What follows belongs to an exercise in optimizing a design on an open flow for small area; a production flow would make more cautious choices.
The RTL was checked by simulation tests, not by an equivalence proof against the original design.
No run shown here takes its clock network from TritonCTS; it comes from the design's own scripts or RTL.
No driver is modelled on the clock port, so clock power and skew are understated where the tree is cut down; a real chip needs a root buffer or a tree.
Power figures rest on the tool's default switching activity, not on a simulated workload.

==> flow/design.v <==
`timescale 1ns / 1ps
module FSM(
    input clk,
    input rst,
    input btnL,
    input btnR,
    input [7:0] sw,
    output [3:0] an,
    output reg [6:0] seg,
    output reg [3:0] led
    );
    reg [8:0] d;
    reg [2:0] q5;
    reg [1:0] dig;
    wire wrap = (d == 9'd55);
    wire rise = (d[6:0] == 7'd27) & ~d[8] & q5[2] & ~q5[1] & ~dig[0];
    always @(posedge clk) begin
        if (rst) begin
            d   <= 9'd311;
            q5  <= 3'd0;
            dig <= 2'd0;
        end else begin
            d <= {d[7:0], d[8] ^ d[4] ^ wrap};
            if (wrap) begin
                q5  <= {q5[1], q5[0], ~(q5[2] | q5[1])};
                dig <= {dig[1] ^ dig[0], ~dig[0]};
            end
        end
    end
    reg q1l, pl, q1r, pr;
    always @(posedge clk) begin
        if (rst) begin
            q1l <= 1'b0;
            q1r <= 1'b0;
        end else if (rise) begin
            q1l <= btnL;
            q1r <= btnR;
        end
    end
    always @(posedge clk) begin
        pl <= ~rst & rise & btnL & ~q1l;
        pr <= ~rst & rise & btnR & ~q1r;
    end
    reg [1:0] s;
    reg [7:0] op1, op2;
    wire sub   = sw[2];
    wire arith = (sw[2:0] == 3'd3) | (sw[2:0] == 3'd4);
    wire orop  = (sw[2:0] == 3'd2);
    wire sel_m = (sw[2:0] == 3'd1) | orop;
    wire sel_s = (sw[2:0] == 3'd0) | arith;
    wire [7:0] bb = op2 ^ {8{sub}};
    wire [8:0] x;
    wire [7:0] m, sm;
    assign x[0] = arith ? sub : orop;
    genvar i;
    generate
        for (i = 0; i < 8; i = i + 1) begin : fa
            assign sm[i] = op1[i] ^ bb[i] ^ x[i];
            assign m[i] = (op1[i] & bb[i]) | (op1[i] & x[i]) | (bb[i] & x[i]);
            assign x[i+1] = arith ? m[i] : orop;
        end
    endgenerate
    wire [7:0] alu = ({8{sel_m}} & m) | ({8{sel_s}} & sm);
    always @(posedge clk) begin
        if (rst) begin
            s   <= 2'd0;
            op1 <= 8'd0;
            op2 <= 8'd0;
        end else begin
            if (pl)
                s <= 2'd0;
            else if (pr && s != 2'd3)
                s <= s + 2'd1;
            case (s)
                2'd0: if (pr) op1 <= sw;
                2'd1: if (pr) op2 <= sw;
                2'd2: if (pr && !pl) begin
                          op1 <= alu;
                          op2 <= 8'd0;
                      end
                2'd3: if (pl) begin
                          op1 <= 8'd0;
                          op2 <= 8'd0;
                      end
            endcase
        end
    end
    always @(*) begin
        case (s)
            2'd0: led = 4'b0001;
            2'd1: led = 4'b0010;
            2'd2: led = 4'b0100;
            2'd3: led = 4'b1000;
        endcase
    end
    reg [3:0] nib;
    always @(*) begin
        case (dig)
            2'd0: nib = op1[3:0];
            2'd1: nib = op1[7:4];
            2'd2: nib = op2[3:0];
            2'd3: nib = op2[7:4];
        endcase
    end
    assign an = ~(4'b0001 << dig);
    always @(*) begin
        case (nib)
            4'h0: seg = 7'b0000001;
            4'h1: seg = 7'b1001111;
            4'h2: seg = 7'b0010010;
            4'h3: seg = 7'b0000110;
            4'h4: seg = 7'b1001100;
            4'h5: seg = 7'b0100100;
            4'h6: seg = 7'b0100000;
            4'h7: seg = 7'b0001111;
            4'h8: seg = 7'b0000000;
            4'h9: seg = 7'b0000100;
            4'ha: seg = 7'b0001000;
            4'hb: seg = 7'b1100000;
            4'hc: seg = 7'b0110001;
            4'hd: seg = 7'b1000010;
            4'he: seg = 7'b0110000;
            4'hf: seg = 7'b0111000;
        endcase
    end
endmodule
==> flow/flow/run.sh <==
#!/bin/bash
# Layout flow:
# 1. the standard synthesis script, without the adder-cell extraction;
# 2. its combinational logic re-mapped for area by ABC: flow/netlist.v, a
#    netlist found by a longer run of the same search before (gen/), is used
#    as the starting point if yosys proves it equal to step 1's netlist; then
#    rounds of the search: each round starts several seeded runs (deepsyn,
#    then mapping) from the smallest netlist so far. Flip-flops are untouched
#    and the result is proven equal to step 1's netlist with yosys;
# 3. the standard ORFS layout, with buf_1 port buffers and the clock buffered
#    by a few buffers from flow/clkbuf.tcl in place of TritonCTS's tree.
set -uo pipefail
W=$(pwd)
RES=$W/orfs/results/$FLOW_PLATFORM/FSM/base
LIB=$FLOW_HOME/platforms/sky130hd/lib/sky130_fd_sc_hd__tt_025C_1v80.lib
P=${NUM_CORES:-4}
ROUNDS=${FLOW_RS_ROUNDS:-4}

bash standard.sh ADDER_MAP_FILE= $RES/1_2_yosys.v > 1_synth.log 2>&1 || exit 1
cp $RES/1_2_yosys.v $W/synth_std.v

subst() {  # template out in.v out.v abc-script
  sed -e "s|@LIB@|$LIB|g" -e "s|@IN@|$3|g" -e "s|@OUT@|$4|g" \
      -e "s|@ABC@|$5|g" -e "s|@TOP@|$FLOW_TOP|g" "$1" > "$2"
}
area_of() { grep "Chip area" "$1" 2>/dev/null | tail -1 | awk '{print $NF}'; }

mkdir -p rs
best=$W/synth_std.v
best_area=1e9
if [ -f flow/netlist.v ]; then
  subst flow/equiv.ys equiv_pre.ys $W/synth_std.v $W/flow/netlist.v none
  subst flow/area.ys area_pre.ys $W/flow/netlist.v none none
  if yosys -s equiv_pre.ys > 2_equiv_pre.log 2>&1 && yosys -s area_pre.ys > 2_area_pre.log 2>&1; then
    best=$W/flow/netlist.v
    best_area=$(area_of 2_area_pre.log)
    echo "flow/netlist.v proven equal to the standard netlist; starting from it ($best_area)"
  else
    echo "flow/netlist.v not proven equal; starting from the standard netlist"
  fi
fi
for r in $(seq 1 $ROUNDS); do
  for c in $(seq 1 $P); do
    seed=$(( (r * P + c) % 101 ))
    if [ $c -eq $P ]; then map="&get -n; &dch -f; &nf -a -p -R 1000; &put"; else map="dch -f; amap"; fi
    echo "strash; &get -n; &deepsyn -T 20 -S $seed; &put; $map" | tr ';' '\n' > rs/r${r}_$c.abc
    subst flow/resynth.ys rs/r${r}_$c.ys $best $W/rs/r${r}_$c.v $W/rs/r${r}_$c.abc
  done
  for c in $(seq 1 $P); do echo $c; done | \
    xargs -P $P -I{} sh -c "yosys -s rs/r${r}_{}.ys > rs/r${r}_{}.log 2>&1"
  for c in $(seq 1 $P); do
    a=$(area_of rs/r${r}_$c.log)
    [ -z "$a" ] && continue
    if awk "BEGIN{exit !($a < $best_area)}"; then best=$W/rs/r${r}_$c.v; best_area=$a; fi
  done
  echo "round $r: best so far $best_area ($best)"
done

if [ "$best" != "$W/synth_std.v" ]; then
  subst flow/equiv.ys equiv.ys $W/synth_std.v $best none
  if yosys -s equiv.ys > 2_equiv.log 2>&1; then
    echo "re-mapped netlist $best ($best_area) proven equal; using it"
    cp $best $RES/1_2_yosys.v
    touch $RES/1_2_yosys.v
  else
    echo "re-mapped netlist not proven equal; keeping the standard netlist"
  fi
fi

export FLOW_FLOW_DIR=$W/flow
export FLOW_CLOCK_SLEW_LIMIT=0.110
bash standard.sh \
  "BUFFER_PORTS_ARGS=-buffer_cell sky130_fd_sc_hd__buf_1" \
  "PRE_CTS_TCL=$W/flow/pre_cts.tcl" \
  finish > 3_layout.log 2>&1 || exit 1
==> flow/flow/area.ys <==
# Cell area of a mapped netlist.
read_liberty -lib @LIB@
read_verilog @IN@
hierarchy -top @TOP@
stat -liberty @LIB@
==> flow/flow/clkbuf.tcl <==
# Drive the clock port's sinks through a few clock buffers, one per group of
# sinks; the groups come from recursive bisection of the sink locations, and
# each buffer is placed at its group's centroid. This replaces TritonCTS's
# two-level tree, which is larger than this small design needs.
proc my_split_groups { items nparts } {
  # items: list of {x y iterm}; returns a list of nparts groups
  if {$nparts <= 1 || [llength $items] <= 1} { return [list $items] }
  set xs [lmap it $items {lindex $it 0}]
  set ys [lmap it $items {lindex $it 1}]
  set dx [expr {[tcl::mathfunc::max {*}$xs] - [tcl::mathfunc::min {*}$xs]}]
  set dy [expr {[tcl::mathfunc::max {*}$ys] - [tcl::mathfunc::min {*}$ys]}]
  set key [expr {$dx >= $dy ? 0 : 1}]
  set sorted [lsort -integer -index $key $items]
  set n1 [expr {$nparts / 2}]
  set cut [expr {int(round(double([llength $items]) * $n1 / $nparts))}]
  set a [lrange $sorted 0 [expr {$cut - 1}]]
  set b [lrange $sorted $cut end]
  return [concat [my_split_groups $a $n1] [my_split_groups $b [expr {$nparts - $n1}]]]
}

proc my_clock_buffers { master_name nbuf } {
  set db [ord::get_db]
  set block [ord::get_db_block]
  set port_net [$block findNet clk]
  set master [$db findMaster $master_name]
  set items {}
  foreach it [$port_net getITerms] {
    set b [[$it getInst] getBBox]
    lappend items [list [expr {([$b xMin] + [$b xMax]) / 2}] [expr {([$b yMin] + [$b yMax]) / 2}] $it]
  }
  $port_net setSigType CLOCK
  set k 0
  foreach group [my_split_groups $items $nbuf] {
    set buf [odb::dbInst_create $block $master clkbuf_$k]
    set net [odb::dbNet_create $block clknet_$k]
    $net setSigType CLOCK
    set sx 0; set sy 0
    foreach item $group {
      set it [lindex $item 2]
      $it disconnect
      $it connect $net
      incr sx [lindex $item 0]; incr sy [lindex $item 1]
    }
    set c [llength $group]
    [$buf findITerm A] connect $port_net
    [$buf findITerm X] connect $net
    $buf setLocation [expr {$sx / $c - [$master getWidth] / 2}] [expr {$sy / $c - [$master getHeight] / 2}]
    $buf setPlacementStatus PLACED
    puts "clock buffer clkbuf_$k ($master_name) drives $c sinks"
    incr k
  }
}

proc my_undo_clock_buffers { } {
  set block [ord::get_db_block]
  set port_net [$block findNet clk]
  foreach inst [$block getInsts] {
    if {![string match clkbuf_* [$inst getName]]} { continue }
    set net [[$inst findITerm X] getNet]
    foreach it [$net getITerms] {
      if {[$it getInst] == $inst} { continue }
      $it disconnect
      $it connect $port_net
    }
    odb::dbInst_destroy $inst
    odb::dbNet_destroy $net
  }
}

proc my_max_clock_slew { } {
  estimate_parasitics -placement
  set worst 0.0
  foreach pin [get_pins */CLK] {
    set s [get_property $pin slew_max]
    if {$s > $worst} { set worst $s }
  }
  return $worst
}

proc my_clock_tree { limit } {
  # {cell count}, in order of total area
  set configs {
    {sky130_fd_sc_hd__clkbuf_8 1} {sky130_fd_sc_hd__clkbuf_4 2}
    {sky130_fd_sc_hd__buf_12 1} {sky130_fd_sc_hd__buf_6 2}
    {sky130_fd_sc_hd__clkbuf_4 3} {sky130_fd_sc_hd__clkbuf_16 1}
    {sky130_fd_sc_hd__clkbuf_8 2} {sky130_fd_sc_hd__buf_8 2}
    {sky130_fd_sc_hd__clkbuf_4 4} {sky130_fd_sc_hd__buf_6 3}
    {sky130_fd_sc_hd__buf_12 2} {sky130_fd_sc_hd__clkbuf_8 3}
    {sky130_fd_sc_hd__buf_8 3} {sky130_fd_sc_hd__clkbuf_8 4}
  }
  set_propagated_clock [all_clocks]
  foreach cfg $configs {
    my_clock_buffers {*}$cfg
    set s [my_max_clock_slew]
    puts "clock buffers $cfg: estimated worst clock-pin slew $s"
    if {$s <= $limit} {
      unset_propagated_clock [all_clocks]
      return
    }
    my_undo_clock_buffers
  }
  my_clock_buffers {*}[lindex $configs end]
  unset_propagated_clock [all_clocks]
}
==> flow/flow/equiv.ys <==
# Prove the re-mapped netlist equal to the standard one, flip-flops paired by name.
read_liberty -ignore_miss_func @LIB@
read_verilog @IN@
hierarchy -top @TOP@
flatten
rename -hide w:*.*
rename -hide w:_*
rename @TOP@ gold
design -stash gold
read_liberty -ignore_miss_func @LIB@
read_verilog @OUT@
hierarchy -top @TOP@
flatten
rename -hide w:*.*
rename -hide w:_*
rename @TOP@ gate
design -stash gate
design -copy-from gold -as gold gold
design -copy-from gate -as gate gate
opt_clean
equiv_make gold gate equiv
hierarchy -top equiv
equiv_simple
equiv_induct
equiv_status -assert
==> flow/flow/pre_cts.tcl <==
# PRE_CTS hook: replace TritonCTS with the clock buffering of clkbuf.tcl;
# cts.tcl then legalizes the placement and repairs timing as usual.
source $::env(FLOW_FLOW_DIR)/clkbuf.tcl
rename clock_tree_synthesis my_tritoncts
proc clock_tree_synthesis { args } {
  my_clock_tree $::env(FLOW_CLOCK_SLEW_LIMIT)
}
==> flow/flow/resynth.ys <==
# Re-map the combinational logic of the standard synthesis netlist for area.
# Flip-flop instances (names and cells) are kept as they are.
read_liberty -ignore_miss_func @LIB@
read_verilog @IN@
hierarchy -top @TOP@
blackbox sky130_fd_sc_hd__dfxtp_1
flatten
rename -hide w:*.*
opt_clean
abc -liberty @LIB@ -dont_use sky130_fd_sc_hd__probe_p_8 -dont_use sky130_fd_sc_hd__probec_p_8 -dont_use sky130_fd_sc_hd__lpflow_bleeder_1 -dont_use sky130_fd_sc_hd__lpflow_clkbufkapwr_1 -dont_use sky130_fd_sc_hd__lpflow_clkbufkapwr_16 -dont_use sky130_fd_sc_hd__lpflow_clkbufkapwr_2 -dont_use sky130_fd_sc_hd__lpflow_clkbufkapwr_4 -dont_use sky130_fd_sc_hd__lpflow_clkbufkapwr_8 -dont_use sky130_fd_sc_hd__lpflow_clkinvkapwr_1 -dont_use sky130_fd_sc_hd__lpflow_clkinvkapwr_16 -dont_use sky130_fd_sc_hd__lpflow_clkinvkapwr_2 -dont_use sky130_fd_sc_hd__lpflow_clkinvkapwr_4 -dont_use sky130_fd_sc_hd__lpflow_clkinvkapwr_8 -dont_use sky130_fd_sc_hd__lpflow_decapkapwr_12 -dont_use sky130_fd_sc_hd__lpflow_decapkapwr_3 -dont_use sky130_fd_sc_hd__lpflow_decapkapwr_4 -dont_use sky130_fd_sc_hd__lpflow_decapkapwr_6 -dont_use sky130_fd_sc_hd__lpflow_decapkapwr_8 -dont_use sky130_fd_sc_hd__lpflow_inputiso0n_1 -dont_use sky130_fd_sc_hd__lpflow_inputiso0p_1 -dont_use sky130_fd_sc_hd__lpflow_inputiso1n_1 -dont_use sky130_fd_sc_hd__lpflow_inputiso1p_1 -dont_use sky130_fd_sc_hd__lpflow_inputisolatch_1 -dont_use sky130_fd_sc_hd__lpflow_isobufsrc_1 -dont_use sky130_fd_sc_hd__lpflow_isobufsrc_16 -dont_use sky130_fd_sc_hd__lpflow_isobufsrc_2 -dont_use sky130_fd_sc_hd__lpflow_isobufsrc_4 -dont_use sky130_fd_sc_hd__lpflow_isobufsrc_8 -dont_use sky130_fd_sc_hd__lpflow_isobufsrckapwr_16 -dont_use sky130_fd_sc_hd__lpflow_lsbuf_lh_hl_isowell_tap_1 -dont_use sky130_fd_sc_hd__lpflow_lsbuf_lh_hl_isowell_tap_2 -dont_use sky130_fd_sc_hd__lpflow_lsbuf_lh_hl_isowell_tap_4 -dont_use sky130_fd_sc_hd__lpflow_lsbuf_lh_isowell_4 -dont_use sky130_fd_sc_hd__lpflow_lsbuf_lh_isowell_tap_1 -dont_use sky130_fd_sc_hd__lpflow_lsbuf_lh_isowell_tap_2 -dont_use sky130_fd_sc_hd__lpflow_lsbuf_lh_isowell_tap_4 -dont_use sky130_fd_sc_hd__fill_1 -dont_use sky130_fd_sc_hd__fill_2 -dont_use sky130_fd_sc_hd__fill_4 -dont_use sky130_fd_sc_hd__fill_8  -script @ABC@
setundef -zero
splitnets
opt_clean -purge
hilomap -singleton -hicell sky130_fd_sc_hd__conb_1 HI -locell sky130_fd_sc_hd__conb_1 LO
insbuf -buf sky130_fd_sc_hd__buf_4 A X
opt_clean -purge
stat -liberty @LIB@
write_verilog -noattr -noexpr -nohex -nodec @OUT@
==> flow/standard.sh <==
#!/bin/bash
# synth_recipe.tcl (not shown) runs the flow's synth.tcl, then flattens the netlist and writes it again
# the make line also repeats each setting of config.mk as NAME=value (left out here)
make -C /OpenROAD-flow-scripts/flow DESIGN_CONFIG=/design/flow/config.mk WORK_HOME=/design/flow/orfs CLKGATE_MAP_FILE= SYNTH_SCRIPT=/design/flow/synth_recipe.tcl "${@:-finish}"
==> flow/config.mk <==
export PLATFORM = sky130hd
export DESIGN_NAME = FSM
export DESIGN_NICKNAME = FSM
export VERILOG_FILES = /design/flow/design.v
export SDC_FILE = /design/flow/constraint.sdc
export NUM_CORES = 4
export LEC_CHECK = 0
export ABC_AREA = 1
export CAP_MARGIN = 20
export CORE_AREA = 2.3 2.72 60.7 60.3
export DIE_AREA = 0 0 63 63
export GPL_TIMING_DRIVEN = 0
export SLEW_MARGIN = 20
==> flow/constraint.sdc <==
create_clock -name core_clock -period 10.0 [get_ports {clk}]
set_input_delay 2.0000 -clock core_clock [delete_from_list [all_inputs] [get_ports {clk}]]
set_output_delay 2.0000 -clock core_clock [all_outputs]
set_load 0.01 [all_outputs]
Not shown: flow/flow/netlist.v
==> results by group, run 1 <==
STA
  • Final Hold Viols: 0
  • Relative max-transition margin: 44.8%

Floorplan
  • IO Count: 27

Setup path
  • CP max stage delay: 0.26 ns
  • CP Max Fanout: 7
  • Crit Reg-Reg Startpoint: op1[0]
  • Setup crit end kind: register
  • Crit-path cells: buf_1 > o221ai_1 > nor2b_1 > nor2_1 > nand2_1 > nor2_1 > nor3_1 > nor2b_1 > o22ai_1 > nor2b_1 > o22ai_1 > nand2_1 > o21ai_0 > o221ai_1 > a21oi_1 > nor2_1 > nand2_1 > o21ai_0 > o21ai_0 > o221ai_1
  • Setup crit end: op1[7]

Outcome
  • Outcome: finished clean

Place
  • Pre-CTS setup slack: 4.90 ns
  • Area after DPL: 1910 um^2

Layout
  • Layout cell share with drive strength beyond 1: 0.752%
  • Inverter count: 43
  • Area Growth Syn to Fin: 10.5%
  • Most flop-heavy register: d

Detailed routing
  • Routed met3 length: 182 um
  • DR vias/cell: 5.54
  • Initial DRC count: 79
  • Top sig layer: met4

Pwr
  • Top power group: sequential cells

GRT
  • Largest net degree at the start of global routing: 19
  • M2 GR Usage: 32.3%
  • Number of global-route vias before repair: 1,448

Clocking
  • Clock-pin slew on the worst setup and hold paths: 0.10 ns

Worst hold path
  • Hold path start: q1l
==> run 2: changes to the inputs <==
==> flow/flow/netlist.v (replaced) <==
/* Generated by Yosys 0.63+post (git sha1 UNKNOWN-dirty, g++ 11.4.0-1ubuntu1~22.04.3 -fPIC -O3) */

module FSM(clk, rst, btnL, btnR, sw, an, seg, led);
  input clk;
  wire clk;
  input rst;
  wire rst;
  input btnL;
  wire btnL;
  input btnR;
  wire btnR;
  input [7:0] sw;
  wire [7:0] sw;
  output [3:0] an;
  wire [3:0] an;
  output [6:0] seg;
  wire [6:0] seg;
  output [3:0] led;
  wire [3:0] led;
  wire _036_;
  wire _037_;
  wire _038_;
  wire _039_;
  wire _040_;
  wire _041_;
  wire _042_;
  wire _043_;
  wire _044_;
  wire _045_;
  wire _046_;
  wire _047_;
  wire _048_;
  wire _049_;
  wire _050_;
  wire _051_;
  wire _052_;
  wire _053_;
  wire _054_;
  wire _055_;
  wire _056_;
  wire _057_;
  wire _058_;
  wire _059_;
  wire _060_;
  wire _061_;
  wire _062_;
  wire _063_;
  wire _064_;
  wire _065_;
  wire _066_;
  wire _067_;
  wire _068_;
  wire _069_;
  wire _070_;
  wire _071_;
  wire _072_;
  wire _073_;
  wire _074_;
  wire _075_;
  wire _076_;
  wire _077_;
  wire _078_;
  wire _079_;
  wire _080_;
  wire _081_;
  wire _082_;
  wire _083_;
  wire _084_;
  wire _085_;
  wire _086_;
  wire _087_;
  wire _088_;
  wire _089_;
  wire _090_;
  wire _091_;
  wire _092_;
  wire _093_;
  wire _094_;
  wire _095_;
  wire _096_;
  wire _097_;
  wire _098_;
  wire _099_;
  wire _100_;
  wire _101_;
  wire _102_;
  wire _103_;
  wire _104_;
  wire _105_;
  wire _106_;
  wire _107_;
  wire _108_;
  wire _109_;
  wire _110_;
  wire _111_;
  wire _112_;
  wire _113_;
  wire _114_;
  wire _115_;
  wire _116_;
  wire _117_;
  wire _118_;
  wire _119_;
  wire _120_;
  wire _121_;
  wire _122_;
  wire _123_;
  wire _124_;
  wire _125_;
  wire _126_;
  wire _127_;
  wire _128_;
  wire _129_;
  wire _130_;
  wire _131_;
  wire _132_;
  wire _133_;
  wire _134_;
  wire _135_;
  wire _136_;
  wire _137_;
  wire _138_;
  wire _139_;
  wire _140_;
  wire _141_;
  wire _142_;
  wire _143_;
  wire _144_;
  wire _145_;
  wire _146_;
  wire _147_;
  wire _148_;
  wire _149_;
  wire _150_;
  wire _151_;
  wire _152_;
  wire _153_;
  wire _154_;
  wire _155_;
  wire _156_;
  wire _157_;
  wire _158_;
  wire _159_;
  wire _160_;
  wire _161_;
  wire _162_;
  wire _163_;
  wire _164_;
  wire _165_;
  wire _166_;
  wire _167_;
  wire _168_;
  wire _169_;
  wire _170_;
  wire _171_;
  wire _172_;
  wire _173_;
  wire _174_;
  wire _175_;
  wire _176_;
  wire _177_;
  wire _178_;
  wire _179_;
  wire _180_;
  wire _181_;
  wire _182_;
  wire _183_;
  wire _184_;
  wire _185_;
  wire _186_;
  wire _000_;
  wire _001_;
  wire _002_;
  wire _003_;
  wire _004_;
  wire _005_;
  wire _006_;
  wire _007_;
  wire _008_;
  wire _009_;
  wire _010_;
  wire _011_;
  wire _012_;
  wire _013_;
  wire _014_;
  wire _015_;
  wire _016_;
  wire _017_;
  wire _018_;
  wire _019_;
  wire _020_;
  wire _021_;
  wire _022_;
  wire _023_;
  wire _024_;
  wire _025_;
  wire _026_;
  wire _027_;
  wire _028_;
  wire _029_;
  wire _030_;
  wire _031_;
  wire _032_;
  wire _033_;
  wire _034_;
  wire _035_;
  wire \d[0] ;
  wire \d[1] ;
  wire \d[2] ;
  wire \d[3] ;
  wire \d[4] ;
  wire \d[5] ;
  wire \d[6] ;
  wire \d[7] ;
  wire \d[8] ;
  wire \dig[0] ;
  wire \dig[1] ;
  wire \op1[0] ;
  wire \op1[1] ;
  wire \op1[2] ;
  wire \op1[3] ;
  wire \op1[4] ;
  wire \op1[5] ;
  wire \op1[6] ;
  wire \op1[7] ;
  wire \op2[0] ;
  wire \op2[1] ;
  wire \op2[2] ;
  wire \op2[3] ;
  wire \op2[4] ;
  wire \op2[5] ;
  wire \op2[6] ;
  wire \op2[7] ;
  wire pl;
  wire pr;
  wire q1l;
  wire q1r;
  wire \q5[0] ;
  wire \q5[1] ;
  wire \q5[2] ;
  wire \s[0] ;
  wire \s[1] ;
  sky130_fd_sc_hd__clkinv_1 _187_ (
    .A(rst),
    .Y(_186_)
  );
  sky130_fd_sc_hd__clkinv_1 _188_ (
    .A(\op1[3] ),
    .Y(_036_)
  );
  sky130_fd_sc_hd__clkinv_1 _189_ (
    .A(\op1[4] ),
    .Y(_037_)
  );
  sky130_fd_sc_hd__clkinv_1 _190_ (
    .A(\op1[5] ),
    .Y(_038_)
  );
  sky130_fd_sc_hd__clkinv_1 _191_ (
    .A(\op2[5] ),
    .Y(_039_)
  );
  sky130_fd_sc_hd__clkinv_1 _192_ (
    .A(\q5[2] ),
    .Y(_040_)
  );
  sky130_fd_sc_hd__clkinv_1 _193_ (
    .A(\op2[7] ),
    .Y(_041_)
  );
  sky130_fd_sc_hd__clkinv_1 _194_ (
    .A(\d[3] ),
    .Y(_042_)
  );
  sky130_fd_sc_hd__clkinv_1 _195_ (
    .A(\op2[3] ),
    .Y(_043_)
  );
  sky130_fd_sc_hd__clkinv_1 _196_ (
    .A(\op2[2] ),
    .Y(_044_)
  );
  sky130_fd_sc_hd__clkinv_1 _197_ (
    .A(\op1[6] ),
    .Y(_045_)
  );
  sky130_fd_sc_hd__clkinv_1 _198_ (
    .A(\dig[0] ),
    .Y(_046_)
  );
  sky130_fd_sc_hd__clkinv_1 _199_ (
    .A(sw[0]),
    .Y(_047_)
  );
  sky130_fd_sc_hd__clkinv_1 _200_ (
    .A(sw[1]),
    .Y(_048_)
  );
  sky130_fd_sc_hd__clkinv_1 _201_ (
    .A(\s[0] ),
    .Y(_049_)
  );
  sky130_fd_sc_hd__clkinv_1 _202_ (
    .A(\op2[6] ),
    .Y(_050_)
  );
  sky130_fd_sc_hd__clkinv_1 _203_ (
    .A(sw[2]),
    .Y(_051_)
  );
  sky130_fd_sc_hd__clkinv_1 _204_ (
    .A(\op1[0] ),
    .Y(_052_)
  );
  sky130_fd_sc_hd__clkinv_1 _205_ (
    .A(\op2[0] ),
    .Y(_053_)
  );
  sky130_fd_sc_hd__clkinv_1 _206_ (
    .A(\op1[1] ),
    .Y(_054_)
  );
  sky130_fd_sc_hd__clkinv_1 _207_ (
    .A(\op2[1] ),
    .Y(_055_)
  );
  sky130_fd_sc_hd__clkinv_1 _208_ (
    .A(\op2[4] ),
    .Y(_056_)
  );
  sky130_fd_sc_hd__clkinv_1 _209_ (
    .A(\q5[1] ),
    .Y(_057_)
  );
  sky130_fd_sc_hd__clkinv_1 _210_ (
    .A(\dig[1] ),
    .Y(_058_)
  );
  sky130_fd_sc_hd__clkinv_1 _211_ (
    .A(\s[1] ),
    .Y(_059_)
  );
  sky130_fd_sc_hd__clkinv_1 _212_ (
    .A(sw[3]),
    .Y(_060_)
  );
  sky130_fd_sc_hd__clkinv_1 _213_ (
    .A(sw[4]),
    .Y(_061_)
  );
  sky130_fd_sc_hd__clkinv_1 _214_ (
    .A(sw[5]),
    .Y(_062_)
  );
  sky130_fd_sc_hd__clkinv_1 _215_ (
    .A(\q5[0] ),
    .Y(_063_)
  );
  sky130_fd_sc_hd__clkinv_1 _216_ (
    .A(\d[8] ),
    .Y(_064_)
  );
  sky130_fd_sc_hd__clkinv_1 _217_ (
    .A(sw[7]),
    .Y(_065_)
  );
  sky130_fd_sc_hd__clkinv_1 _218_ (
    .A(sw[6]),
    .Y(_066_)
  );
  sky130_fd_sc_hd__nand2_1 _219_ (
    .A(\dig[0] ),
    .B(_058_),
    .Y(an[1])
  );
  sky130_fd_sc_hd__nand2_1 _220_ (
    .A(_046_),
    .B(_058_),
    .Y(an[0])
  );
  sky130_fd_sc_hd__nand2_1 _221_ (
    .A(_046_),
    .B(\dig[1] ),
    .Y(an[2])
  );
  sky130_fd_sc_hd__nand2_1 _222_ (
    .A(\dig[0] ),
    .B(\dig[1] ),
    .Y(an[3])
  );
  sky130_fd_sc_hd__o22ai_1 _223_ (
    .A1(_037_),
    .A2(an[1]),
    .B1(_053_),
    .B2(an[2]),
    .Y(_067_)
  );
  sky130_fd_sc_hd__o22ai_1 _224_ (
    .A1(_052_),
    .A2(an[0]),
    .B1(_056_),
    .B2(an[3]),
    .Y(_068_)
  );
  sky130_fd_sc_hd__nor2_1 _225_ (
    .A(_067_),
    .B(_068_),
    .Y(_069_)
  );
  sky130_fd_sc_hd__o22ai_1 _226_ (
    .A1(\op2[7] ),
    .A2(an[3]),
    .B1(\op2[3] ),
    .B2(an[2]),
    .Y(_070_)
  );
  sky130_fd_sc_hd__o22ai_1 _227_ (
    .A1(\op1[7] ),
    .A2(an[1]),
    .B1(\op1[3] ),
    .B2(an[0]),
    .Y(_071_)
  );
  sky130_fd_sc_hd__nor2_1 _228_ (
    .A(_070_),
    .B(_071_),
    .Y(_072_)
  );
  sky130_fd_sc_hd__nor2_1 _229_ (
    .A(_069_),
    .B(_072_),
    .Y(_073_)
  );
  sky130_fd_sc_hd__o22ai_1 _230_ (
    .A1(\op2[2] ),
    .A2(an[2]),
    .B1(\op2[6] ),
    .B2(an[3]),
    .Y(_074_)
  );
  sky130_fd_sc_hd__o22ai_1 _231_ (
    .A1(\op1[6] ),
    .A2(an[1]),
    .B1(\op1[2] ),
    .B2(an[0]),
    .Y(_075_)
  );
  sky130_fd_sc_hd__nor2_1 _232_ (
    .A(_074_),
    .B(_075_),
    .Y(_076_)
  );
  sky130_fd_sc_hd__o21ai_0 _233_ (
    .A1(_067_),
    .A2(_068_),
    .B1(_076_),
    .Y(_077_)
  );
  sky130_fd_sc_hd__o22ai_1 _234_ (
    .A1(_054_),
    .A2(an[0]),
    .B1(_055_),
    .B2(an[2]),
    .Y(_078_)
  );
  sky130_fd_sc_hd__o22ai_1 _235_ (
    .A1(_038_),
    .A2(an[1]),
    .B1(_039_),
    .B2(an[3]),
    .Y(_079_)
  );
  sky130_fd_sc_hd__nor2_1 _236_ (
    .A(_078_),
    .B(_079_),
    .Y(_080_)
  );
  sky130_fd_sc_hd__clkinv_1 _237_ (
    .A(_080_),
    .Y(_081_)
  );
  sky130_fd_sc_hd__nor2_1 _238_ (
    .A(_077_),
    .B(_080_),
    .Y(_082_)
  );
  sky130_fd_sc_hd__a31oi_1 _239_ (
    .A1(_069_),
    .A2(_076_),
    .A3(_072_),
    .B1(_082_),
    .Y(_083_)
  );
  sky130_fd_sc_hd__clkinv_1 _240_ (
    .A(_083_),
    .Y(_084_)
  );
  sky130_fd_sc_hd__nand2_1 _241_ (
    .A(_072_),
    .B(_081_),
    .Y(_085_)
  );
  sky130_fd_sc_hd__nor2_1 _242_ (
    .A(_072_),
    .B(_081_),
    .Y(_086_)
  );
  sky130_fd_sc_hd__clkinv_1 _243_ (
    .A(_086_),
    .Y(_087_)
  );
  sky130_fd_sc_hd__nand2_1 _244_ (
    .A(_076_),
    .B(_086_),
    .Y(_088_)
  );
  sky130_fd_sc_hd__nand2_1 _245_ (
    .A(_085_),
    .B(_088_),
    .Y(_089_)
  );
  sky130_fd_sc_hd__a21oi_1 _246_ (
    .A1(_069_),
    .A2(_076_),
    .B1(_089_),
    .Y(_090_)
  );
  sky130_fd_sc_hd__o21ai_0 _247_ (
    .A1(_073_),
    .A2(_081_),
    .B1(_090_),
    .Y(_091_)
  );
  sky130_fd_sc_hd__a21oi_1 _248_ (
    .A1(_083_),
    .A2(_091_),
    .B1(_073_),
    .Y(seg[4])
  );
  sky130_fd_sc_hd__o31ai_1 _249_ (
    .A1(_084_),
    .A2(_086_),
    .A3(_077_),
    .B1(_091_),
    .Y(seg[1])
  );
  sky130_fd_sc_hd__nor2b_1 _250_ (
    .A(rst),
    .B_N(\d[5] ),
    .Y(_034_)
  );
  sky130_fd_sc_hd__nor2b_1 _251_ (
    .A(rst),
    .B_N(\d[6] ),
    .Y(_033_)
  );
  sky130_fd_sc_hd__nand2_1 _252_ (
    .A(\d[4] ),
    .B(_064_),
    .Y(_092_)
  );
  sky130_fd_sc_hd__nor2_1 _253_ (
    .A(\d[6] ),
    .B(_092_),
    .Y(_093_)
  );
  sky130_fd_sc_hd__nand3_1 _254_ (
    .A(\d[1] ),
    .B(\d[0] ),
    .C(_093_),
    .Y(_094_)
  );
  sky130_fd_sc_hd__nand3_1 _255_ (
    .A(_042_),
    .B(\d[5] ),
    .C(\d[2] ),
    .Y(_095_)
  );
  sky130_fd_sc_hd__nor3_1 _256_ (
    .A(\d[7] ),
    .B(_095_),
    .C(_094_),
    .Y(_096_)
  );
  sky130_fd_sc_hd__clkinv_1 _257_ (
    .A(_096_),
    .Y(_097_)
  );
  sky130_fd_sc_hd__nor2_1 _258_ (
    .A(_046_),
    .B(_097_),
    .Y(_098_)
  );
  sky130_fd_sc_hd__a211oi_1 _259_ (
    .A1(_046_),
    .A2(_097_),
    .B1(rst),
    .C1(_098_),
    .Y(_032_)
  );
  sky130_fd_sc_hd__nor2_1 _260_ (
    .A(rst),
    .B(pl),
    .Y(_099_)
  );
  sky130_fd_sc_hd__o21ai_0 _261_ (
    .A1(\s[0] ),
    .A2(pr),
    .B1(_099_),
    .Y(_100_)
  );
  sky130_fd_sc_hd__nor2_1 _262_ (
    .A(_049_),
    .B(\s[1] ),
    .Y(led[1])
  );
  sky130_fd_sc_hd__nand2_1 _263_ (
    .A(pr),
    .B(led[1]),
    .Y(_101_)
  );
  sky130_fd_sc_hd__clkinv_1 _264_ (
    .A(_101_),
    .Y(_102_)
  );
  sky130_fd_sc_hd__nor2_1 _265_ (
    .A(_100_),
    .B(_102_),
    .Y(_031_)
  );
  sky130_fd_sc_hd__nor2_1 _266_ (
    .A(\s[0] ),
    .B(\s[1] ),
    .Y(led[0])
  );
  sky130_fd_sc_hd__nor2_1 _267_ (
    .A(_049_),
    .B(_059_),
    .Y(led[3])
  );
  sky130_fd_sc_hd__a221o_1 _268_ (
    .A1(pr),
    .A2(led[0]),
    .B1(pl),
    .B2(led[3]),
    .C1(rst),
    .X(_103_)
  );
  sky130_fd_sc_hd__nor2_1 _269_ (
    .A(\s[0] ),
    .B(_059_),
    .Y(led[2])
  );
  sky130_fd_sc_hd__nor3_1 _270_ (
    .A(\s[0] ),
    .B(_059_),
    .C(_100_),
    .Y(_104_)
  );
  sky130_fd_sc_hd__nor2_1 _271_ (
    .A(_103_),
    .B(_104_),
    .Y(_105_)
  );
  sky130_fd_sc_hd__a22oi_1 _272_ (
    .A1(sw[0]),
    .A2(_048_),
    .B1(_047_),
    .B2(sw[1]),
    .Y(_106_)
  );
  sky130_fd_sc_hd__nor3_1 _273_ (
    .A(sw[2]),
    .B(_106_),
    .C(_103_),
    .Y(_107_)
  );
  sky130_fd_sc_hd__nor2_1 _274_ (
    .A(_105_),
    .B(_107_),
    .Y(_108_)
  );
  sky130_fd_sc_hd__clkinv_1 _275_ (
    .A(_108_),
    .Y(_109_)
  );
  sky130_fd_sc_hd__o221ai_1 _276_ (
    .A1(_047_),
    .A2(sw[1]),
    .B1(_048_),
    .B2(_051_),
    .C1(_104_),
    .Y(_110_)
  );
  sky130_fd_sc_hd__clkinv_1 _277_ (
    .A(_110_),
    .Y(_111_)
  );
  sky130_fd_sc_hd__a22oi_1 _278_ (
    .A1(\op1[0] ),
    .A2(_109_),
    .B1(_052_),
    .B2(_111_),
    .Y(_112_)
  );
  sky130_fd_sc_hd__o211ai_1 _279_ (
    .A1(_105_),
    .A2(_111_),
    .B1(\op1[0] ),
    .C1(_053_),
    .Y(_113_)
  );
  sky130_fd_sc_hd__nand3_1 _280_ (
    .A(pr),
    .B(led[0]),
    .C(_186_),
    .Y(_114_)
  );
  sky130_fd_sc_hd__clkinv_1 _281_ (
    .A(_114_),
    .Y(_115_)
  );
  sky130_fd_sc_hd__o221ai_1 _282_ (
    .A1(_047_),
    .A2(_114_),
    .B1(_053_),
    .B2(_112_),
    .C1(_113_),
    .Y(_030_)
  );
  sky130_fd_sc_hd__nor2_1 _283_ (
    .A(\op2[1] ),
    .B(_105_),
    .Y(_116_)
  );
  sky130_fd_sc_hd__o221ai_1 _284_ (
    .A1(sw[2]),
    .A2(\op1[0] ),
    .B1(sw[0]),
    .B2(_052_),
    .C1(\op2[0] ),
    .Y(_117_)
  );
  sky130_fd_sc_hd__nor2b_1 _285_ (
    .A(\op2[1] ),
    .B_N(_117_),
    .Y(_118_)
  );
  sky130_fd_sc_hd__nor2_1 _286_ (
    .A(_055_),
    .B(_117_),
    .Y(_119_)
  );
  sky130_fd_sc_hd__nor2_1 _287_ (
    .A(_118_),
    .B(_119_),
    .Y(_120_)
  );
  sky130_fd_sc_hd__o22ai_1 _288_ (
    .A1(_108_),
    .A2(_116_),
    .B1(_110_),
    .B2(_120_),
    .Y(_121_)
  );
  sky130_fd_sc_hd__nand2_1 _289_ (
    .A(\op1[1] ),
    .B(_121_),
    .Y(_122_)
  );
  sky130_fd_sc_hd__nand2_1 _290_ (
    .A(_054_),
    .B(_120_),
    .Y(_123_)
  );
  sky130_fd_sc_hd__o221ai_1 _291_ (
    .A1(_048_),
    .A2(_114_),
    .B1(_110_),
    .B2(_123_),
    .C1(_122_),
    .Y(_029_)
  );
  sky130_fd_sc_hd__nor2_1 _292_ (
    .A(_051_),
    .B(_123_),
    .Y(_124_)
  );
  sky130_fd_sc_hd__nor3_1 _293_ (
    .A(_047_),
    .B(_054_),
    .C(_118_),
    .Y(_125_)
  );
  sky130_fd_sc_hd__nor3_1 _294_ (
    .A(_119_),
    .B(_125_),
    .C(_124_),
    .Y(_126_)
  );
  sky130_fd_sc_hd__nor2b_1 _295_ (
    .A(\op2[2] ),
    .B_N(_126_),
    .Y(_127_)
  );
  sky130_fd_sc_hd__nor2_1 _296_ (
    .A(_044_),
    .B(_126_),
    .Y(_128_)
  );
  sky130_fd_sc_hd__nor2_1 _297_ (
    .A(_127_),
    .B(_128_),
    .Y(_129_)
  );
  sky130_fd_sc_hd__nand2_1 _298_ (
    .A(\op1[2] ),
    .B(_129_),
    .Y(_130_)
  );
  sky130_fd_sc_hd__o21ai_0 _299_ (
    .A1(\op1[2] ),
    .A2(_129_),
    .B1(_130_),
    .Y(_131_)
  );
  sky130_fd_sc_hd__o211ai_1 _300_ (
    .A1(\op2[2] ),
    .A2(_105_),
    .B1(\op1[2] ),
    .C1(_109_),
    .Y(_132_)
  );
  sky130_fd_sc_hd__o221ai_1 _301_ (
    .A1(_051_),
    .A2(_114_),
    .B1(_110_),
    .B2(_131_),
    .C1(_132_),
    .Y(_028_)
  );
  sky130_fd_sc_hd__nand2_1 _302_ (
    .A(\op1[2] ),
    .B(_047_),
    .Y(_133_)
  );
  sky130_fd_sc_hd__o21ai_0 _303_ (
    .A1(\op1[2] ),
    .A2(sw[2]),
    .B1(_133_),
    .Y(_134_)
  );
  sky130_fd_sc_hd__o22ai_1 _304_ (
    .A1(_044_),
    .A2(_126_),
    .B1(_127_),
    .B2(_134_),
    .Y(_135_)
  );
  sky130_fd_sc_hd__nor2b_1 _305_ (
    .A(_043_),
    .B_N(_135_),
    .Y(_136_)
  );
  sky130_fd_sc_hd__nor2_1 _306_ (
    .A(\op2[3] ),
    .B(_135_),
    .Y(_137_)
  );
  sky130_fd_sc_hd__o21ai_0 _307_ (
    .A1(_136_),
    .A2(_137_),
    .B1(_036_),
    .Y(_138_)
  );
  sky130_fd_sc_hd__o311ai_0 _308_ (
    .A1(_136_),
    .A2(_137_),
    .A3(_036_),
    .B1(_111_),
    .C1(_138_),
    .Y(_139_)
  );
  sky130_fd_sc_hd__o211ai_1 _309_ (
    .A1(\op2[3] ),
    .A2(_105_),
    .B1(\op1[3] ),
    .C1(_109_),
    .Y(_140_)
  );
  sky130_fd_sc_hd__o211ai_1 _310_ (
    .A1(_060_),
    .A2(_114_),
    .B1(_140_),
    .C1(_139_),
    .Y(_027_)
  );
  sky130_fd_sc_hd__o22ai_1 _311_ (
    .A1(_036_),
    .A2(_047_),
    .B1(\op1[3] ),
    .B2(_051_),
    .Y(_141_)
  );
  sky130_fd_sc_hd__o22ai_1 _312_ (
    .A1(\op2[3] ),
    .A2(_135_),
    .B1(_136_),
    .B2(_141_),
    .Y(_142_)
  );
  sky130_fd_sc_hd__nand2_1 _313_ (
    .A(_056_),
    .B(_142_),
    .Y(_143_)
  );
  sky130_fd_sc_hd__o21ai_0 _314_ (
    .A1(_056_),
    .A2(_142_),
    .B1(_143_),
    .Y(_144_)
  );
  sky130_fd_sc_hd__nand2_1 _315_ (
    .A(_037_),
    .B(_144_),
    .Y(_145_)
  );
  sky130_fd_sc_hd__o21ai_0 _316_ (
    .A1(_037_),
    .A2(_144_),
    .B1(_145_),
    .Y(_146_)
  );
  sky130_fd_sc_hd__o211ai_1 _317_ (
    .A1(\op2[4] ),
    .A2(_105_),
    .B1(\op1[4] ),
    .C1(_109_),
    .Y(_147_)
  );
  sky130_fd_sc_hd__o221ai_1 _318_ (
    .A1(_061_),
    .A2(_114_),
    .B1(_110_),
    .B2(_146_),
    .C1(_147_),
    .Y(_026_)
  );
  sky130_fd_sc_hd__nand2_1 _319_ (
    .A(_186_),
    .B(_102_),
    .Y(_148_)
  );
  sky130_fd_sc_hd__o21ai_0 _320_ (
    .A1(_105_),
    .A2(_115_),
    .B1(_101_),
    .Y(_149_)
  );
  sky130_fd_sc_hd__o22ai_1 _321_ (
    .A1(_047_),
    .A2(_148_),
    .B1(_053_),
    .B2(_149_),
    .Y(_025_)
  );
  sky130_fd_sc_hd__o22ai_1 _322_ (
    .A1(_055_),
    .A2(_149_),
    .B1(_048_),
    .B2(_148_),
    .Y(_024_)
  );
  sky130_fd_sc_hd__o22ai_1 _323_ (
    .A1(_051_),
    .A2(_148_),
    .B1(_044_),
    .B2(_149_),
    .Y(_023_)
  );
  sky130_fd_sc_hd__o22ai_1 _324_ (
    .A1(_060_),
    .A2(_148_),
    .B1(_043_),
    .B2(_149_),
    .Y(_022_)
  );
  sky130_fd_sc_hd__o22ai_1 _325_ (
    .A1(_061_),
    .A2(_148_),
    .B1(_056_),
    .B2(_149_),
    .Y(_021_)
  );
  sky130_fd_sc_hd__o22ai_1 _326_ (
    .A1(_039_),
    .A2(_149_),
    .B1(_062_),
    .B2(_148_),
    .Y(_020_)
  );
  sky130_fd_sc_hd__o22ai_1 _327_ (
    .A1(_050_),
    .A2(_149_),
    .B1(_066_),
    .B2(_148_),
    .Y(_019_)
  );
  sky130_fd_sc_hd__o22ai_1 _328_ (
    .A1(\op1[4] ),
    .A2(_051_),
    .B1(_037_),
    .B2(sw[2]),
    .Y(_150_)
  );
  sky130_fd_sc_hd__o221ai_1 _329_ (
    .A1(sw[0]),
    .A2(sw[2]),
    .B1(_144_),
    .B2(_150_),
    .C1(_143_),
    .Y(_151_)
  );
  sky130_fd_sc_hd__o22ai_1 _330_ (
    .A1(\op1[5] ),
    .A2(\op2[5] ),
    .B1(_038_),
    .B2(_039_),
    .Y(_152_)
  );
  sky130_fd_sc_hd__nand2_1 _331_ (
    .A(_151_),
    .B(_152_),
    .Y(_153_)
  );
  sky130_fd_sc_hd__o21ai_0 _332_ (
    .A1(_151_),
    .A2(_152_),
    .B1(_153_),
    .Y(_154_)
  );
  sky130_fd_sc_hd__o211ai_1 _333_ (
    .A1(\op2[5] ),
    .A2(_105_),
    .B1(\op1[5] ),
    .C1(_109_),
    .Y(_155_)
  );
  sky130_fd_sc_hd__o221ai_1 _334_ (
    .A1(_062_),
    .A2(_114_),
    .B1(_110_),
    .B2(_154_),
    .C1(_155_),
    .Y(_018_)
  );
  sky130_fd_sc_hd__nand2_1 _335_ (
    .A(_186_),
    .B(_097_),
    .Y(_156_)
  );
  sky130_fd_sc_hd__nand2_1 _336_ (
    .A(_186_),
    .B(_096_),
    .Y(_157_)
  );
  sky130_fd_sc_hd__o32ai_1 _337_ (
    .A1(\q5[2] ),
    .A2(\q5[1] ),
    .A3(_157_),
    .B1(_063_),
    .B2(_156_),
    .Y(_016_)
  );
  sky130_fd_sc_hd__o22ai_1 _338_ (
    .A1(_063_),
    .A2(_157_),
    .B1(_057_),
    .B2(_156_),
    .Y(_015_)
  );
  sky130_fd_sc_hd__o21ai_0 _339_ (
    .A1(\d[4] ),
    .A2(_064_),
    .B1(_092_),
    .Y(_158_)
  );
  sky130_fd_sc_hd__nand2_1 _340_ (
    .A(_097_),
    .B(_158_),
    .Y(_159_)
  );
  sky130_fd_sc_hd__nand2_1 _341_ (
    .A(_186_),
    .B(_159_),
    .Y(_014_)
  );
  sky130_fd_sc_hd__nor2b_1 _342_ (
    .A(rst),
    .B_N(\d[2] ),
    .Y(_011_)
  );
  sky130_fd_sc_hd__o22ai_1 _343_ (
    .A1(_057_),
    .A2(_157_),
    .B1(_040_),
    .B2(_156_),
    .Y(_010_)
  );
  sky130_fd_sc_hd__o21ai_0 _344_ (
    .A1(\dig[1] ),
    .A2(_098_),
    .B1(_186_),
    .Y(_160_)
  );
  sky130_fd_sc_hd__a21oi_1 _345_ (
    .A1(\dig[1] ),
    .A2(_098_),
    .B1(_160_),
    .Y(_006_)
  );
  sky130_fd_sc_hd__a211oi_1 _346_ (
    .A1(_059_),
    .A2(_101_),
    .B1(rst),
    .C1(pl),
    .Y(_005_)
  );
  sky130_fd_sc_hd__o22ai_1 _347_ (
    .A1(_041_),
    .A2(_149_),
    .B1(_065_),
    .B2(_148_),
    .Y(_004_)
  );
  sky130_fd_sc_hd__nand2_1 _348_ (
    .A(\op1[7] ),
    .B(\op2[7] ),
    .Y(_161_)
  );
  sky130_fd_sc_hd__o21ai_0 _349_ (
    .A1(\op1[7] ),
    .A2(\op2[7] ),
    .B1(_161_),
    .Y(_162_)
  );
  sky130_fd_sc_hd__o22ai_1 _350_ (
    .A1(_045_),
    .A2(_047_),
    .B1(\op1[6] ),
    .B2(_051_),
    .Y(_163_)
  );
  sky130_fd_sc_hd__nand2_1 _351_ (
    .A(\op2[6] ),
    .B(_163_),
    .Y(_164_)
  );
  sky130_fd_sc_hd__o22ai_1 _352_ (
    .A1(\op1[5] ),
    .A2(sw[2]),
    .B1(_038_),
    .B2(sw[0]),
    .Y(_165_)
  );
  sky130_fd_sc_hd__nor2_1 _353_ (
    .A(_039_),
    .B(_165_),
    .Y(_166_)
  );
  sky130_fd_sc_hd__a21oi_1 _354_ (
    .A1(_039_),
    .A2(_165_),
    .B1(_151_),
    .Y(_167_)
  );
  sky130_fd_sc_hd__nor2_1 _355_ (
    .A(_166_),
    .B(_167_),
    .Y(_168_)
  );
  sky130_fd_sc_hd__nand2_1 _356_ (
    .A(_164_),
    .B(_168_),
    .Y(_169_)
  );
  sky130_fd_sc_hd__o21ai_0 _357_ (
    .A1(\op2[6] ),
    .A2(_163_),
    .B1(_169_),
    .Y(_170_)
  );
  sky130_fd_sc_hd__nand2_1 _358_ (
    .A(_162_),
    .B(_170_),
    .Y(_171_)
  );
  sky130_fd_sc_hd__o21ai_0 _359_ (
    .A1(_162_),
    .A2(_170_),
    .B1(_171_),
    .Y(_172_)
  );
  sky130_fd_sc_hd__o211ai_1 _360_ (
    .A1(\op2[7] ),
    .A2(_105_),
    .B1(\op1[7] ),
    .C1(_109_),
    .Y(_173_)
  );
  sky130_fd_sc_hd__o221ai_1 _361_ (
    .A1(_065_),
    .A2(_114_),
    .B1(_110_),
    .B2(_172_),
    .C1(_173_),
    .Y(_003_)
  );
  sky130_fd_sc_hd__or4_1 _362_ (
    .A(\q5[1] ),
    .B(\d[2] ),
    .C(\dig[0] ),
    .D(\d[5] ),
    .X(_174_)
  );
  sky130_fd_sc_hd__nor4_1 _363_ (
    .A(_040_),
    .B(_042_),
    .C(_174_),
    .D(_094_),
    .Y(_175_)
  );
  sky130_fd_sc_hd__clkinv_1 _364_ (
    .A(_175_),
    .Y(_176_)
  );
  sky130_fd_sc_hd__o221ai_1 _365_ (
    .A1(q1r),
    .A2(_175_),
    .B1(btnR),
    .B2(_176_),
    .C1(_186_),
    .Y(_177_)
  );
  sky130_fd_sc_hd__clkinv_1 _366_ (
    .A(_177_),
    .Y(_008_)
  );
  sky130_fd_sc_hd__nor2_1 _367_ (
    .A(q1r),
    .B(_177_),
    .Y(_001_)
  );
  sky130_fd_sc_hd__o221ai_1 _368_ (
    .A1(q1l),
    .A2(_175_),
    .B1(btnL),
    .B2(_176_),
    .C1(_186_),
    .Y(_178_)
  );
  sky130_fd_sc_hd__clkinv_1 _369_ (
    .A(_178_),
    .Y(_007_)
  );
  sky130_fd_sc_hd__nor2_1 _370_ (
    .A(q1l),
    .B(_178_),
    .Y(_000_)
  );
  sky130_fd_sc_hd__o21ai_0 _371_ (
    .A1(_074_),
    .A2(_075_),
    .B1(_069_),
    .Y(_179_)
  );
  sky130_fd_sc_hd__nand2_1 _372_ (
    .A(_077_),
    .B(_179_),
    .Y(_180_)
  );
  sky130_fd_sc_hd__o22ai_1 _373_ (
    .A1(_087_),
    .A2(_180_),
    .B1(_085_),
    .B2(_179_),
    .Y(_181_)
  );
  sky130_fd_sc_hd__nor2_1 _374_ (
    .A(_090_),
    .B(_181_),
    .Y(seg[5])
  );
  sky130_fd_sc_hd__o22ai_1 _375_ (
    .A1(_069_),
    .A2(_072_),
    .B1(_180_),
    .B2(seg[5]),
    .Y(seg[2])
  );
  sky130_fd_sc_hd__o32ai_1 _376_ (
    .A1(_069_),
    .A2(_082_),
    .A3(seg[2]),
    .B1(_087_),
    .B2(_180_),
    .Y(seg[6])
  );
  sky130_fd_sc_hd__a21oi_1 _377_ (
    .A1(_083_),
    .A2(_087_),
    .B1(_089_),
    .Y(seg[0])
  );
  sky130_fd_sc_hd__o22ai_1 _378_ (
    .A1(\op1[6] ),
    .A2(\op2[6] ),
    .B1(_045_),
    .B2(_050_),
    .Y(_182_)
  );
  sky130_fd_sc_hd__nand2_1 _379_ (
    .A(_168_),
    .B(_182_),
    .Y(_183_)
  );
  sky130_fd_sc_hd__o21ai_0 _380_ (
    .A1(_168_),
    .A2(_182_),
    .B1(_183_),
    .Y(_184_)
  );
  sky130_fd_sc_hd__o211ai_1 _381_ (
    .A1(\op2[6] ),
    .A2(_105_),
    .B1(\op1[6] ),
    .C1(_109_),
    .Y(_185_)
  );
  sky130_fd_sc_hd__o221ai_1 _382_ (
    .A1(_066_),
    .A2(_114_),
    .B1(_110_),
    .B2(_184_),
    .C1(_185_),
    .Y(_017_)
  );
  sky130_fd_sc_hd__or2_0 _383_ (
    .A(_082_),
    .B(_181_),
    .X(seg[3])
  );
  sky130_fd_sc_hd__or2_0 _384_ (
    .A(rst),
    .B(\d[4] ),
    .X(_035_)
  );
  sky130_fd_sc_hd__nand2_1 _385_ (
    .A(_186_),
    .B(_042_),
    .Y(_002_)
  );
  sky130_fd_sc_hd__or2_0 _386_ (
    .A(rst),
    .B(\d[0] ),
    .X(_013_)
  );
  sky130_fd_sc_hd__or2_0 _387_ (
    .A(rst),
    .B(\d[1] ),
    .X(_012_)
  );
  sky130_fd_sc_hd__or2_0 _388_ (
    .A(rst),
    .B(\d[7] ),
    .X(_009_)
  );
  sky130_fd_sc_hd__dfxtp_1 \d[0]$_SDFF_PP1_  (
    .CLK(clk),
    .D(_014_),
    .Q(\d[0] )
  );
  sky130_fd_sc_hd__dfxtp_1 \d[1]$_SDFF_PP1_  (
    .CLK(clk),
    .D(_013_),
    .Q(\d[1] )
  );
  sky130_fd_sc_hd__dfxtp_1 \d[2]$_SDFF_PP1_  (
    .CLK(clk),
    .D(_012_),
    .Q(\d[2] )
  );
  sky130_fd_sc_hd__dfxtp_1 \d[3]$_SDFF_PP0_  (
    .CLK(clk),
    .D(_011_),
    .Q(\d[3] )
  );
  sky130_fd_sc_hd__dfxtp_1 \d[4]$_SDFF_PP1_  (
    .CLK(clk),
    .D(_002_),
    .Q(\d[4] )
  );
  sky130_fd_sc_hd__dfxtp_1 \d[5]$_SDFF_PP1_  (
    .CLK(clk),
    .D(_035_),
    .Q(\d[5] )
  );
  sky130_fd_sc_hd__dfxtp_1 \d[6]$_SDFF_PP0_  (
    .CLK(clk),
    .D(_034_),
    .Q(\d[6] )
  );
  sky130_fd_sc_hd__dfxtp_1 \d[7]$_SDFF_PP0_  (
    .CLK(clk),
    .D(_033_),
    .Q(\d[7] )
  );
  sky130_fd_sc_hd__dfxtp_1 \d[8]$_SDFF_PP1_  (
    .CLK(clk),
    .D(_009_),
    .Q(\d[8] )
  );
  sky130_fd_sc_hd__dfxtp_1 \dig[0]$_SDFFE_PP0N_  (
    .CLK(clk),
    .D(_032_),
    .Q(\dig[0] )
  );
  sky130_fd_sc_hd__dfxtp_1 \dig[1]$_SDFFE_PP0N_  (
    .CLK(clk),
    .D(_006_),
    .Q(\dig[1] )
  );
  sky130_fd_sc_hd__dfxtp_1 \op1[0]$_SDFFE_PP0P_  (
    .CLK(clk),
    .D(_030_),
    .Q(\op1[0] )
  );
  sky130_fd_sc_hd__dfxtp_1 \op1[1]$_SDFFE_PP0P_  (
    .CLK(clk),
    .D(_029_),
    .Q(\op1[1] )
  );
  sky130_fd_sc_hd__dfxtp_1 \op1[2]$_SDFFE_PP0P_  (
    .CLK(clk),
    .D(_028_),
    .Q(\op1[2] )
  );
  sky130_fd_sc_hd__dfxtp_1 \op1[3]$_SDFFE_PP0P_  (
    .CLK(clk),
    .D(_027_),
    .Q(\op1[3] )
  );
  sky130_fd_sc_hd__dfxtp_1 \op1[4]$_SDFFE_PP0P_  (
    .CLK(clk),
    .D(_026_),
    .Q(\op1[4] )
  );
  sky130_fd_sc_hd__dfxtp_1 \op1[5]$_SDFFE_PP0P_  (
    .CLK(clk),
    .D(_018_),
    .Q(\op1[5] )
  );
  sky130_fd_sc_hd__dfxtp_1 \op1[6]$_SDFFE_PP0P_  (
    .CLK(clk),
    .D(_017_),
    .Q(\op1[6] )
  );
  sky130_fd_sc_hd__dfxtp_1 \op1[7]$_SDFFE_PP0P_  (
    .CLK(clk),
    .D(_003_),
    .Q(\op1[7] )
  );
  sky130_fd_sc_hd__dfxtp_1 \op2[0]$_SDFFE_PP0P_  (
    .CLK(clk),
    .D(_025_),
    .Q(\op2[0] )
  );
  sky130_fd_sc_hd__dfxtp_1 \op2[1]$_SDFFE_PP0P_  (
    .CLK(clk),
    .D(_024_),
    .Q(\op2[1] )
  );
  sky130_fd_sc_hd__dfxtp_1 \op2[2]$_SDFFE_PP0P_  (
    .CLK(clk),
    .D(_023_),
    .Q(\op2[2] )
  );
  sky130_fd_sc_hd__dfxtp_1 \op2[3]$_SDFFE_PP0P_  (
    .CLK(clk),
    .D(_022_),
    .Q(\op2[3] )
  );
  sky130_fd_sc_hd__dfxtp_1 \op2[4]$_SDFFE_PP0P_  (
    .CLK(clk),
    .D(_021_),
    .Q(\op2[4] )
  );
  sky130_fd_sc_hd__dfxtp_1 \op2[5]$_SDFFE_PP0P_  (
    .CLK(clk),
    .D(_020_),
    .Q(\op2[5] )
  );
  sky130_fd_sc_hd__dfxtp_1 \op2[6]$_SDFFE_PP0P_  (
    .CLK(clk),
    .D(_019_),
    .Q(\op2[6] )
  );
  sky130_fd_sc_hd__dfxtp_1 \op2[7]$_SDFFE_PP0P_  (
    .CLK(clk),
    .D(_004_),
    .Q(\op2[7] )
  );
  sky130_fd_sc_hd__dfxtp_1 \pl$_DFF_P_  (
    .CLK(clk),
    .D(_000_),
    .Q(pl)
  );
  sky130_fd_sc_hd__dfxtp_1 \pr$_DFF_P_  (
    .CLK(clk),
    .D(_001_),
    .Q(pr)
  );
  sky130_fd_sc_hd__dfxtp_1 \q1l$_SDFFE_PP0P_  (
    .CLK(clk),
    .D(_007_),
    .Q(q1l)
  );
  sky130_fd_sc_hd__dfxtp_1 \q1r$_SDFFE_PP0P_  (
    .CLK(clk),
    .D(_008_),
    .Q(q1r)
  );
  sky130_fd_sc_hd__dfxtp_1 \q5[0]$_SDFFE_PP0N_  (
    .CLK(clk),
    .D(_016_),
    .Q(\q5[0] )
  );
  sky130_fd_sc_hd__dfxtp_1 \q5[1]$_SDFFE_PP0N_  (
    .CLK(clk),
    .D(_015_),
    .Q(\q5[1] )
  );
  sky130_fd_sc_hd__dfxtp_1 \q5[2]$_SDFFE_PP0N_  (
    .CLK(clk),
    .D(_010_),
    .Q(\q5[2] )
  );
  sky130_fd_sc_hd__dfxtp_1 \s[0]$_SDFFE_PP0P_  (
    .CLK(clk),
    .D(_031_),
    .Q(\s[0] )
  );
  sky130_fd_sc_hd__dfxtp_1 \s[1]$_SDFFE_PP0P_  (
    .CLK(clk),
    .D(_005_),
    .Q(\s[1] )
  );
endmodule
==> run 2 against run 1 <==
Area after synthesis unchanged. Fmax unchanged. Sequential share of layout area unchanged. Largest cell class unchanged. Critical path type unchanged. Combinational power about the same. Register-to-register slack about the same. Clock power about the same. First-iteration DRC count unchanged. Final cell count unchanged. Die area unchanged. Routed wire length unchanged. Global-route usage unchanged.
==> results by group, run 2 <==
STA
  • Clk_skew: 0.00704 ns (unchanged)
  • Final Hold Viols: 0 (unchanged)
  • Relative max-transition margin: 44.8% (unchanged)
  • Hold Slack: 0.418 ns (unchanged)
  • Final worst slack: 5.04 ns (unchanged)
  • RSZ-0062 raised after global routing: false (unchanged)
  • Fmax: 0.202 GHz (unchanged)
  • Final setup violation count: 0 (unchanged)
  • Slew Viols, Final: 0 (unchanged)
  • Slew @ Worst Pin: 0.828 ns (unchanged)
  • Setup TNS Final: 0 ns (unchanged)
  • Final Cycle Share: 49.6% (unchanged)
  • Min Clock Period, post-route: 4.96 ns (unchanged)

Clocking
  • Post-CTS setup buffer count: 0 (unchanged)
  • CTS Hold Buffers Added: 0 (unchanged)
  • CTS resizes: 0 (unchanged)
  • Clock latency on the worst-skew pair: 0.13 ns (about the same)
  • Clock-pin slew on the worst setup and hold paths: 0.10 ns (about the same)

Setup path
  • R2R cell count: 20 (unchanged)
  • Worst reg2reg endpoint: op1[7] (unchanged)
  • Setup crit end: op1[7] (unchanged)
  • R2R Setup Slk: 6.60 ns (about the same)
  • CP arrival: 4.93 ns (about the same)
  • Slowest cell on the critical path: o221ai_1 (unchanged)
  • Setup crit end kind: register (unchanged)
  • Crit start category: primary input (unchanged)
  • Crit-path cells: buf_1 > o221ai_1 > nor2b_1 > nor2_1 > nand2_1 > nor2_1 > nor3_1 > nor2b_1 > o22ai_1 > nor2b_1 > o22ai_1 > nand2_1 > o21ai_0 > o221ai_1 > a21oi_1 > nor2_1 > nand2_1 > o21ai_0 > o21ai_0 > o221ai_1 (unchanged)
  • Crit Reg-Reg Startpoint: op1[0] (unchanged)
  • CP Depth: 20 (unchanged)
  • CP Buf/Inv Count: 1 (unchanged)
  • CP top delay family: compound AO/OA/AOI/OAI gates (unchanged)
  • CP Max Fanout: 7 (unchanged)
  • Worst path required time: 9.97 ns (about the same)
  • CP max stage delay: 0.26 ns (about the same)
  • WS Path Type: in2reg (unchanged)
  • CP Launch Point: sw[2] (unchanged)

Layout
  • Final nets: 280 (unchanged)
  • Core Util, Final: 58.6% (unchanged)
  • Post-route cell area: 1940 um^2 (unchanged)
  • Most flop-heavy register: d (unchanged)
  • Max FFs per register: 9 (unchanged)
  • Largest regs: d (9), op1 (8), op2 (8) (unchanged)
  • Most common cell after layout, fill and taps aside: clkinv_1 (unchanged)
  • Most frequent cells in the layout: clkinv_1 (43), dfxtp_1 (36), o22ai_1 (29), nor2_1 (29), nand2_1 (28) (unchanged)
  • Layout cell share with drive strength beyond 1: 0.752% (unchanged)
  • Final Instance Count excl. Fillers: 312 (unchanged)
  • Area Growth Syn to Fin: 10.5% (unchanged)
  • Diodes inserted: 0 (unchanged)

Run
  • Max-cap viol count: 0 (unchanged)

Detailed routing
  • Total Routed Length: 4.01 mm (unchanged)
  • Post-route ant nets: 0 (unchanged)
  • DR vias/cell: 5.54 (unchanged)
  • DRT Pass-1 Iters: 4 (unchanged)
  • Avg WL per Cell: 12.9 um (unchanged)
  • Initial DRC count: 79 (unchanged)
  • Via count: 1,729 (unchanged)
  • Drt drc: 0 (unchanged)

GRT
  • GRT overflow: 0 (unchanged)
  • Met3 usage: 1.44% (unchanged)
  • Number of global-route vias before repair: 1,448 (unchanged)
  • Met1 usage: 29.2% (unchanged)
  • GR peak layer: met2 (unchanged)
  • M2 GR Usage: 32.3% (unchanged)
  • Largest net degree at the start of global routing: 19 (unchanged)
  • Gr usage total: 19.7% (unchanged)
  • Antenna violations before repair: 0 (unchanged)
  • First-pass GRT wire length: 6.54 mm (unchanged)

Place
  • Dpl hpwl: 3.06 mm (unchanged)
  • Area after DPL: 1910 um^2 (unchanged)
  • IO Port Bufs: 26 (unchanged)
  • Post-Place Cells: 310 (unchanged)
  • Routability cong.: 0.912 (unchanged)
  • Pre-CTS setup slack: 4.90 ns (unchanged)

Floorplan
  • Die footprint: 3970 um^2 (unchanged)
  • Initial Utilization: 53.0% (unchanged)
  • IO Count: 27 (unchanged)
  • Chip Width: 63 um (unchanged)
  • Die Height: 63 um (unchanged)
  • Core ar.: 3310 um^2 (unchanged)
  • # rows: 21 (unchanged)

Pwr
  • Power, Total: 225 uW (unchanged)
  • Leak: 0.646 nW (unchanged)
  • Worst VDD drop: 0.0000960 V (unchanged)
  • Power density over the cells: 116 nW/um^2 (unchanged)

Worst hold path
  • Hold path start: q1l (unchanged)
  • Worst hold-check path type: reg2reg (unchanged)

Yosys
  • Syn nets: 250 (unchanged)
  • Synth Warn #: 1 (unchanged)
  • Mapped Area: 1760 um^2 (unchanged)
  • Post-Synthesis Mean Instance Area: 7.38 um^2 (unchanged)
  • Instance count of the mapped netlist: 238 (unchanged)

Outcome
  • Outcome: finished clean (unchanged)
-- run 2: metal layers --
layer | part of all wire (%) | vias up
li1 | - | 916
met1 | 50 | 774
met2 | 44 | 36
met3 | 4.5 | 3
met4 | 0.72 | 0
met5 | 0 | -
-- run 2: cell type report --
class / instances / area [um^2]
multi-input cells: 159 / 873
inverters: 43 / 161
plain buffers: 2 / 30.0
flip-flops and latches: 36 / 721
well taps: 46 / 57.6
repair buffers: 26 / 97.6
fillers: 352 / 1370
-- run 2: report_power, final --
part / switching (mW) / total, mW / internal [mW]
Clock: 0.0369 / 0.0599 / 0.0230
Sequential: 0.00121 / 0.147 / 0.146
Combinational: 0.0121 / 0.0177 / 0.00562
Total: 0.0502 / 0.225 / 0.174
-- run 2: worst reg2reg max path: stages, from the launching register on --
cell and delay [ns]:
dfxtp_1 0.40, clkinv_1 0.14, o221ai_1 0.20, nor2b_1 0.19, nor2_1 0.08, nand2_1 0.08
nor2_1 0.04, nor3_1 0.25, nor2b_1 0.21, o22ai_1 0.13, nor2b_1 0.17, o22ai_1 0.21
nand2_1 0.10, o21ai_0 0.14, o221ai_1 0.22, a21oi_1 0.16, nor2_1 0.08, nand2_1 0.07
o21ai_0 0.09, o21ai_0 0.16, o221ai_1 0.12
-- run 2: worst min-delay path by stage --
stage               endpoint  cells past startpoint
finish                    pl                      1
global route              pr                      1
CTS                       pl                      1
detailed placement        pl                      1
global placement          pl                      1
floorplan                 pl                      1

afterwards: timing with drivers on the ports:
The flow's constraints put no driver on any port. The routed layouts listed below were extracted and timed again, unchanged, in two steps. Step 1, drivers: a clkbuf_16 drives clk and a buf_2 each remaining input, both assumed. Step 2 times the ports against the registers' clock, not the clock port: input delays grow and output delays shrink by t, the midpoint of the rising clock arrivals with the driver on. Slacks: ideal ports / drivers / drivers and shift; pairs: ideal ports / drivers.
run | shift t [ns] | slack for setup (ns) | worst setup path after step 2 | pins driven straight from the clock port
run 1 | 0.168 | 5.042 / 5.063 / 4.895 | input to register | 2
run 2 | 0.168 | 5.042 / 5.063 / 4.895 | input to register | 2
After both steps every run listed still meets setup and hold.
